Source: an optimization exercise on an open RTL-to-GDS flow (aim: small area and a short achievable clock period). Production flows keep margins and buffers that such runs may drop.
In this exercise RTL edits were held to simulation tests only and were not proved equivalent to the original.
No activity file was given, so power comes from the tool's default toggle rates.

## flow/flow/run.sh

```bash
#!/bin/bash
set -o pipefail
bash standard.sh \
    MATCH_CELL_FOOTPRINT=0 \
    "BUFFER_PORTS_ARGS=-buffer_cell sky130_fd_sc_hd__buf_4" \
    "CTS_ARGS=-sink_clustering_enable -repair_clock_nets -dont_use_dummy_load" \
    finish > flow.log 2>&1
```

## flow/standard.sh

```bash
#!/bin/bash
# synth_recipe.tcl (not shown) runs the flow's synth.tcl, then flattens the netlist and writes it again
# the make line also repeats each setting of config.mk as NAME=value (left out here)
make -C /OpenROAD-flow-scripts/flow DESIGN_CONFIG=/design/flow/config.mk WORK_HOME=/design/flow/orfs CLKGATE_MAP_FILE= SYNTH_SCRIPT=/design/flow/synth_recipe.tcl "${@:-finish}"
```

## flow/config.mk

```make
export PLATFORM = sky130hd
export DESIGN_NAME = fetch_unit_with_btb
export DESIGN_NICKNAME = fetch_unit_with_btb
export VERILOG_FILES = /design/flow/design.v
export SDC_FILE = /design/flow/constraint.sdc
export NUM_CORES = 8
export LEC_CHECK = 0
export CAP_MARGIN = 20
export CORE_MARGIN = 2
export CORE_UTILIZATION = 55
export SETUP_SLACK_MARGIN = 5.0
export SLEW_MARGIN = 20
export SYNTH_HIERARCHICAL = 1
export TNS_END_PERCENT = 0
```

## flow/constraint.sdc

```tcl
create_clock -name core_clock -period 9.5 [get_ports {clk}]
set_input_delay 1.9000 -clock core_clock [delete_from_list [all_inputs] [get_ports {clk}]]
set_output_delay 1.9000 -clock core_clock [all_outputs]
set_load 0.01 [all_outputs]
```

## flow/design.v

```verilog
module fetch_unit_with_btb (
    input clk,
    input reset,
    input stall,
    input flush,
    input branch_taken_execute,
    input [31:0] pc_execute,
    input [31:0] target_pc_execute,
    output [31:0] pc_out,
    output btb_hit,
    output [31:0] predicted_pc
);
    reg [64*26-1:0] tag_q;
    reg [64*32-1:0] tgt_q;
    reg [64*2-1:0]  prd_q;
    reg [2*16-1:0]  ptr_q;
    reg [15:0]      full_q;
    reg [31:0] pc_q;
    reg        hit_q;       
    reg [31:0] pred_q;      
    reg [1:0]  hway_q;      
    reg [15:0] dsa;         
    assign pc_out = pc_q;
    assign btb_hit = hit_q;
    assign predicted_pc = pred_q;
    function [29:0] inc30(input [29:0] v);
        integer i;
        begin
            for (i = 0; i < 30; i = i + 1)
                inc30[i] = v[i] ^ ((v & ((30'd1 << i) - 30'd1)) == ((30'd1 << i) - 30'd1));
        end
    endfunction
    wire        T  = branch_taken_execute;
    wire        en = branch_taken_execute | flush;
    wire [3:0]  sx = pc_execute[5:2];
    wire [25:0] tx = pc_execute[31:6];
    wire [3:0]  sa = pred_q[5:2];
    wire [25:0] ta = pred_q[31:6];
    wire [15:0] dsx, dst;
    genvar g, h;
    generate
        for (g = 0; g < 16; g = g + 1) begin : dec
            assign dsx[g] = (sx == g);
            assign dst[g] = flush ? dsx[g] : dsa[g];
        end
    endgenerate
    wire [103:0] xtag, atag;
    wire [7:0]   xprd;
    wire [3:0]   aprd1;
    wire [1:0]   xptr, aptr;
    wire         xfull, afull;
    wire [127:0] trow;
    generate
        for (g = 0; g < 104; g = g + 1) begin : rtag
            wire [15:0] col;
            for (h = 0; h < 16; h = h + 1) begin : c
                assign col[h] = tag_q[h*104 + g];
            end
            btb_sel16 ux (.s(dsx), .d(col), .y(xtag[g]));
            btb_sel16 ua (.s(dsa), .d(col), .y(atag[g]));
        end
        for (g = 0; g < 8; g = g + 1) begin : rprd
            wire [15:0] col;
            for (h = 0; h < 16; h = h + 1) begin : c
                assign col[h] = prd_q[h*8 + g];
            end
            btb_sel16 ux (.s(dsx), .d(col), .y(xprd[g]));
            if (g % 2 == 1) begin : a
                btb_sel16 ua (.s(dsa), .d(col), .y(aprd1[g/2]));
            end
        end
        for (g = 0; g < 3; g = g + 1) begin : rptr
            wire [15:0] col;
            for (h = 0; h < 16; h = h + 1) begin : c
                assign col[h] = (g == 2) ? full_q[h] : ptr_q[h*2 + g];
            end
            wire yx, ya;
            btb_sel16 ux (.s(dsx), .d(col), .y(yx));
            btb_sel16 ua (.s(dsa), .d(col), .y(ya));
            if (g == 2) begin : f
                assign xfull = yx;
                assign afull = ya;
            end else begin : p
                assign xptr[g] = yx;
                assign aptr[g] = ya;
            end
        end
        for (g = 0; g < 128; g = g + 1) begin : rtgt
            wire [15:0] col;
            for (h = 0; h < 16; h = h + 1) begin : c
                assign col[h] = tgt_q[h*128 + g];
            end
            btb_sel16 ut (.s(dst), .d(col), .y(trow[g]));
        end
    endgenerate
    wire [3:0] xv = {xfull, xfull | (xptr == 2'd3), xfull | xptr[1], xfull | (xptr != 2'd0)};
    wire [3:0] av = {afull, afull | (aptr == 2'd3), afull | aptr[1], afull | (aptr != 2'd0)};
    wire [3:0] em;
    wire [3:0] am;
    generate
        for (g = 0; g < 4; g = g + 1) begin : cmp
            btb_cmp26 ux (.a(xtag[g*26 +: 26]), .b(tx), .v(xv[g]), .y(em[g]));
            btb_cmp26 ua (.a(atag[g*26 +: 26]), .b(ta), .v(av[g]), .y(am[g]));
        end
    endgenerate
    wire       found = |em;
    wire [1:0] hw = {em[3] | em[2], em[3] | em[1]};
    wire [1:0] op = ({2{em[0]}} & xprd[1:0]) | ({2{em[1]}} & xprd[3:2]) |
                    ({2{em[2]}} & xprd[5:4]) | ({2{em[3]}} & xprd[7:6]);
    wire cond = (op == 2'b10 & ~T) | (op == 2'b01 & T);    
    wire np1  = found ? (T ? (op != 2'b00) : (op == 2'b11)) : T;
    wire keep_t = found & ~cond;                            
    wire [3:0] fpdec = {xptr == 2'd3, xptr == 2'd2, xptr == 2'd1, xptr == 2'd0};
    wire [3:0] wsel = found ? em : fpdec;      
    wire [3:0] wtag = found ? 4'd0 : fpdec;    
    wire [3:0] wtgt = found ? (em & {4{cond}}) : fpdec;    
    wire [1:0] p_new = ~found ? {T, ~T} :
                       T ? ((op == 2'b11) ? 2'b11 : op + 2'd1)
                         : ((op == 2'b00) ? 2'b00 : op - 2'd1);
    wire [1:0] uway = found ? hw : xptr;
    wire [1:0] aw = {am[3] | am[2], am[3] | am[1]};
    wire [29:0] x_inc = inc30(pc_execute[31:2]);
    wire [29:0] q_inc = inc30(stall ? pc_q[31:2] : pred_q[31:2]);    
    wire sameN = en & (pred_q[31:2] == pc_execute[31:2]);
    wire sameS = en & (pc_q[31:2] == pc_execute[31:2]);
    wire uX = flush | sameN;    
    wire [3:0] np1w, condw;
    generate
        for (g = 0; g < 4; g = g + 1) begin : pw
            wire [1:0] o = xprd[g*2 +: 2];
            assign condw[g] = (o == 2'b10 & ~T) | (o == 2'b01 & T);
            assign np1w[g] = T ? (o != 2'b00) : (o == 2'b11);
        end
    endgenerate
    wire [3:0] evA = {4{en & (sa == sx)}} & fpdec;
    wire [3:0] cX = {4{uX}} & np1w & ~condw;         
    wire [3:0] cA = {4{~uX}} & aprd1 & ~evA;         
    wire [3:0] cF = {4{~uX}} & aprd1;
    wire [3:0] st = (cX & em) | (am & (cA | (cF & {4{found}})));    
    wire [3:0] amk = am & ~(evA & {4{~found}});
    wire anyT = |st;
    wire anyI = (|(em & {4{uX}} & np1w & condw)) | (uX & T & ~found);
    wire kS = |(em & np1w & ~condw);                  
    wire iS = (|(em & np1w & condw)) | (~found & T);   
    wire evictS = en & ~found & (pc_q[5:2] == sx) & hit_q & (hway_q == xptr);
    wire [3:0] selT = st & {4{~stall}};
    wire selI = stall ? (sameS & ~kS & iS) : (~anyT & anyI);
    wire selX = stall ? (sameS & ~kS & ~iS) : (~anyT & ~anyI & uX);
    wire selQ = stall ? (~sameS & evictS) : (~anyT & ~anyI & ~uX);
    wire selP = stall & (sameS ? kS : ~evictS);
    wire [1:0] lo_q = stall ? pc_q[1:0] : pred_q[1:0];
    wire [31:0] d_x = {x_inc, flush & ~stall ? pc_execute[1:0] : lo_q};
    wire [31:0] d_q = {q_inc, lo_q};
    wire [31:0] pred_n;
    generate
        for (g = 0; g < 32; g = g + 1) begin : pk
            btb_pick8 u (.s({selP, selQ, selX, selI, selT}),
                         .d({pred_q[g], d_q[g], d_x[g], target_pc_execute[g],
                             trow[96+g], trow[64+g], trow[32+g], trow[g]}),
                         .y(pred_n[g]));
        end
    endgenerate
    wire [31:0] pc_n = stall ? pc_q : flush ? pc_execute : pred_q;
    wire        hit_n = stall ? (sameS | (hit_q & ~evictS)) : (uX | (|amk));
    wire [1:0]  hway_n = stall ? (sameS ? uway : hway_q) : (uX ? uway : aw);
    wire [15:0] dsa_n;
    generate
        for (g = 0; g < 16; g = g + 1) begin : dn
            assign dsa_n[g] = (pred_n[5:2] == g);
        end
    endgenerate
    always @(posedge clk or posedge reset) begin
        if (reset) begin
            pc_q <= 32'd0;
            hit_q <= 1'b0;
            pred_q <= 32'd4;
            dsa <= 16'd2;
        end else begin
            pc_q <= pc_n;
            hit_q <= hit_n;
            pred_q <= pred_n;
            dsa <= dsa_n;
        end
    end
    always @(posedge clk)
        hway_q <= hway_n;
    wire [64*26-1:0] tag_d;
    wire [64*32-1:0] tgt_d;
    wire [64*2-1:0]  prd_d;
    generate
        for (g = 0; g < 16; g = g + 1) begin : set
            wire upd = en & dsx[g];
            always @(posedge clk or posedge reset) begin
                if (reset) begin
                    ptr_q[g*2 +: 2] <= 2'd0;
                    full_q[g] <= 1'b0;
                end else if (upd & ~found) begin
                    ptr_q[g*2 +: 2] <= ptr_q[g*2 +: 2] + 2'd1;
                    full_q[g] <= full_q[g] | (ptr_q[g*2 +: 2] == 2'd3);
                end
            end
            for (h = 0; h < 4; h = h + 1) begin : way
                localparam integer E = g*4 + h;
                wire we_tag = upd & wtag[h];
                wire we_tgt = upd & wtgt[h];
                wire we_prd = upd & wsel[h];
                genvar b;
                for (b = 0; b < 26; b = b + 1) begin : tb
                    btb_hold u (.q(tag_q[E*26 + b]), .wd(tx[b]), .we(we_tag), .hold(~we_tag),
                                .d(tag_d[E*26 + b]));
                end
                for (b = 0; b < 32; b = b + 1) begin : gb
                    btb_hold u (.q(tgt_q[E*32 + b]), .wd(target_pc_execute[b]), .we(we_tgt),
                                .hold(~we_tgt), .d(tgt_d[E*32 + b]));
                end
                for (b = 0; b < 2; b = b + 1) begin : pb
                    btb_hold u (.q(prd_q[E*2 + b]), .wd(p_new[b]), .we(we_prd), .hold(~we_prd),
                                .d(prd_d[E*2 + b]));
                end
            end
        end
    endgenerate
    always @(posedge clk) begin
        tag_q <= tag_d;
        tgt_q <= tgt_d;
        prd_q <= prd_d;
    end
endmodule
module btb_aoi222 (
    input a0, input b0, input a1, input b1, input a2, input b2,
    output y
);
    assign y = ~((a0 & b0) | (a1 & b1) | (a2 & b2));
endmodule
module btb_sel16 (
    input [15:0] s,
    input [15:0] d,
    output y
);
    wire [5:0] n;
    genvar k;
    generate
        for (k = 0; k < 5; k = k + 1) begin : g
            btb_aoi222 u (.a0(s[3*k]), .b0(d[3*k]), .a1(s[3*k+1]), .b1(d[3*k+1]),
                          .a2(s[3*k+2]), .b2(d[3*k+2]), .y(n[k]));
        end
    endgenerate
    assign n[5] = ~(s[15] & d[15]);
    assign y = ~(n[0] & n[1] & n[2]) | ~(n[3] & n[4] & n[5]);
endmodule
module btb_hold (
    input q, input wd, input we, input hold,
    output d
);
    assign d = (q & hold) | (wd & we);
endmodule
module btb_cmp26 (
    input [25:0] a,
    input [25:0] b,
    input v,
    output y
);
    wire [26:0] x = {1'b0, a ^ b};            
    wire [8:0] n;                             
    wire [2:0] m;                             
    genvar k;
    generate
        for (k = 0; k < 9; k = k + 1) begin : g3
            btb_nor3 u (.a(x[3*k]), .b(x[3*k+1]), .c(x[3*k+2]), .y(n[k]));
        end
        for (k = 0; k < 3; k = k + 1) begin : g9
            btb_nand3 u (.a(n[3*k]), .b(n[3*k+1]), .c(n[3*k+2]), .y(m[k]));
        end
    endgenerate
    btb_nor4 u (.a(m[0]), .b(m[1]), .c(m[2]), .d(~v), .y(y));
endmodule
module btb_nor3 (input a, input b, input c, output y);
    assign y = ~(a | b | c);
endmodule
module btb_nand3 (input a, input b, input c, output y);
    assign y = ~(a & b & c);
endmodule
module btb_nor4 (input a, input b, input c, input d, output y);
    assign y = ~(a | b | c | d);
endmodule
module btb_aoi22 (
    input a0, input b0, input a1, input b1,
    output y
);
    assign y = ~((a0 & b0) | (a1 & b1));
endmodule
module btb_pick8 (
    input [7:0] s,
    input [7:0] d,
    output y
);
    wire [2:0] n;
    btb_aoi222 u0 (.a0(s[0]), .b0(d[0]), .a1(s[1]), .b1(d[1]), .a2(s[2]), .b2(d[2]), .y(n[0]));
    btb_aoi222 u1 (.a0(s[3]), .b0(d[3]), .a1(s[4]), .b1(d[4]), .a2(s[5]), .b2(d[5]), .y(n[1]));
    btb_aoi22  u2 (.a0(s[6]), .b0(d[6]), .a1(s[7]), .b1(d[7]), .y(n[2]));
    btb_nand3  u3 (.a(n[0]), .b(n[1]), .c(n[2]), .y(y));
endmodule
```

==> results_dict.tcl <==
set metrics [dict create \
    dieArea_um2 273000 \
    holdWs_ns 0.481 \
    ys_ff_latch 3971 \
    groute.usage.overall_pct 49.3 \
    grt_overflow 0 \
    synth_most_common_cell "a22o_1" \
    clock_sinks 3971 \
    hold_depth 1 \
    hp-start "full_q[7]$_DFFE_PP0P_" \
    ys_types 67 \
    slew_headroom_pct 12.3 \
    reg2reg_depth 18 \
    setup_violations 0 \
    max_freq_ghz 0.151 \
    fp.coreArea_um2 268000 \
    cap_viol_max_count 0 \
    drtIter0Drc 34900 \
    drt_drc_violations_left 0 \
    criticalPathCategory "in2reg" \
    hold_viol_final 0 \
    initial_core_util_pct 55.3 \
    synth_edf_count 2 \
    ir_drop_uv 214 \
    via_per_inst 8.43 \
    n_fill_cell 20800 \
    p_leak_uw 0.0651 \
    synth.area.top_cells "dfxtp_1 (52%), a22o_1 (23%), a222oi_1 (12%)" \
    seq_area_frac_synth_pct 54.2 \
    nNetsFinal 13500 \
    die_x_um 523 \
    clk_pin_slew_ns 0.06 \
    synth_warnings 7 \
    layout-drive-gt1-share_pct 12.0 \
    register_area_um2 80200 \
    htree_levels 5 \
    cts_hold_buf 0 \
    num_rows 190 \
    dp_hpwl_mm 399 \
    antenna_found_initial 36 \
    timing.rr.start "dsa[11]$_DFF_PP0_" \
    startpoint_type "input port" \
    ys.flop_type "dfxtp_1" \
    critPathLaunch "pc_execute[2]" \
    clk_latency_ns 0.99 \
    synthToLayoutAreaGrowth_pct 15.8 \
    period_share_pct 69.7 \
    worst_slew_pin_slew_ns 1.31 \
    tns_ns 0 \
    netlist_instances 12300 \
    die_y_um 523 \
    routed_wl_mm 715 \
    holdCritPathClass "reg2reg" \
    cts_buffers 406 \
    status "finished clean" \
    cts_buffer_depth 4 \
    crit_fanout 7 \
    slew_violations 0 \
    antenna_left 0 \
    synth_area_um2 148000 \
    crit_path_end_kind "flip-flop" \
    yosys.area.top_type "dfxtp_1" \
    yosysTopAreaCellShare_pct 52.0 \
    fin_crit_ns 6.62 \
    postSynth.asyncResetShare_pct 3.25 \
    synth_commonest_cells "a22o_1 (3842), dfxtp_1 (3840), a222oi_1 (1834)" \
    root_buffer "clkbuf_16" \
    wl_per_cell_um 42.0 \
    worstPathRequired_ns 10.36 \
    ioPinCount 134 \
    synth_fp_nets 12400 \
    clock-skew-final_ns 0.0954 \
    syn_avg_cell_area_um2 12.0 \
    portBuffers 133 \
    worstPathArrival_ns 7.48 \
    grt_pass1_wl_mm 991 \
    gp_congestion 0.954 \
    power_density_nw_per_um2 328 \
    grt_max_degree 110 \
    firstDrtPassIters 20 \
    grt_setup_unrepaired "yes" \
    cts_tree "built" \
    multi_input_area_um2 68600 \
    vias 143000 \
    grt_pass1_vias 135000 \
]
==> path summary, 6_finish.rpt <==
check	endpoint	slack, ns
setup / recovery	dsa[13]$_DFF_PP0_	2.88
hold / removal	full_q[7]$_DFFE_PP0P_	0.48
setup reg to reg	dsa[13]$_DFF_PP0_	3.23
hold reg to reg	full_q[7]$_DFFE_PP0P_	0.48
max in group asynchronous	dsa[12]$_DFF_PP0_	6.95
min in group asynchronous	pc_q[10]$_DFFE_PP0N_	1.06
==> per-stage QoR <==
| step | area, µm² | utilization, % | power (µW) | setup WS (ns) | instances |
|---|---|---|---|---|---|
| after CTS | 171000 | 63.9 | 55100 | 3.35 | 17000 |
| after global routing | 171000 | 64.0 | 57700 | 3.06 | 17000 |
| after floorplan | 148000 | - | 36600 | 2.95 | 12300 |
| after detailed placement | 158000 | 59.1 | 41500 | 0.923 | 16400 |
| final | 171000 | 64.0 | 56200 | 2.88 | 17000 |
| after global placement | 158000 | 59.0 | 40600 | 0.921 | 16400 |
==> report_power, final <==
part           leakage, µW  total [µW]  switching (µW)  internal (µW)
registers           0.0333       28700            4930          23800
logic               0.0268       13700            6210           7480
clock network      0.00500       13700            6290           7440
total               0.0651       56200           17400          38700
==> modules after synthesis (local to each module, per instance), excerpt <==
module | times used | flip-flops and latches | area [µm²] | cells
btb_hold | 3840 | 0 | 8.76 | 1
btb_nor3 | 72 | 0 | 10.0 | 1
btb_nand3 | 56 | 0 | 5.00 | 1
btb_aoi222 | 1834 | 0 | 10.0 | 1
fetch_unit_with_btb | 1 | 3971 | 86800 | 5153
btb_nor4 | 8 | 0 | 12.5 | 1
btb_cmp26 | 8 | 0 | 235 | 28
==> cell families (layout without fill, tap and decap cells) <==
family                   Yosys count  after routing  share of synthesized area (%)
flip-flops                      3971           3971                           54.2
AO/OA/AOI/OAI                   5822           5825                           35.9
XOR/XNOR                         342            342                           2.02
multiplexers                      73             73                          0.518
adder cells (fa/ha/maj)           29             29                          0.245
buffers and inverters            252           1342                          0.673
other                              8             38                         0.0203
AND/OR/NAND/NOR                 1784           1833                           6.42
==> sequential cells by signal, summed over array words and instances (netlist names), 2 cells and up <==
signal / cells
tag_q: 1664
hway_q: 2
full_q: 16
pc_q: 32
prd_q: 128
tgt_q: 2048
pred_q: 32
ptr_q: 32
dsa: 16
==> critical path, stage by stage <==
cell,delay (ns)
buf_12,0.10
clkinvlp_4,0.13
ha_4,0.26
and3_4,0.38
buf_8,0.21
a222oi_1,0.47
and3_1,0.31
nand4_1,0.30
buf_4,0.26
inv_1,0.28
nor4_4,0.08
buf_6,0.18
nor3_4,0.20
and3_4,0.25
a21oi_2,0.08
mux2i_4,0.24
nor2_4,0.11
a222oi_1,0.97
nand3_2,0.29
nand2b_4,0.25
nor2_1,0.17
==> metal layers <==
metal | part of all wire, % | vias up | global-route usage, %
met5 | 0.0098 | - | 0.140
met4 | 10 | 10 | 42.8
met3 | 15 | 3213 | 16.6
met2 | 40 | 13600 | 68.8
met1 | 35 | 70400 | 60.5
li1 | - | 56100 | -
==> layout by cell type (no fill, tap or decap), types with 90 or more instances in the layout <==
cell / n
xnor2_1: 90
a22o_1: 3842
dfxtp_1: 3840
clkbuf_16: 417
buf_4: 655
dfrtp_1: 112
a222oi_1: 1834
nand4_1: 379
nand2_1: 638
xor2_1: 251
inv_1: 123
and3_1: 360
==> layout make-up <==
cell class | instances | share of cell area, %
Timing Repair inverter | 4 | 0.0175
Antenna cell | 30 | 0.0438
Multi-Input combinational cell | 8110 | 40.0
Inverter | 156 | 0.369
Tap cell | 3552 | 2.59
Clock buffer | 406 | 5.93
Sequential cell | 3971 | 46.8
Timing Repair Buffer | 776 | 4.21
==> what timing repair did <==
item,in CTS,in global routing
setup buffers,113,10
endpoints found under the setup margin,3939,3939
resized for setup,213,14
cloned,62,4
pin swaps,138,17

[port drivers added, routing unchanged]
The flow's constraints put no driver on any port. The routed layout listed below was extracted and timed again, unchanged, in two steps. Step 1: set_driving_cell puts a clkbuf_16 on clk and a buf_2 on each other input, an assumption about the parent block. Step 2, shift: input delay + t, output delay - t, t = (earliest + latest rising clock arrival at the registers) / 2. This alone moves slack from input paths to output paths. a / b / c = no drivers / after step 1 / after step 2; a / b = the first two.
t, ns: 1.046
setup WS [ns]: 2.879 / 2.921 / 1.875
hold slack, ns: 0.481 / 0.481 / 0.481
After both steps this run still meets setup and hold. For this run, drivers alone change the setup slack by +0.042 ns; drivers and shift together by -1.004 ns.
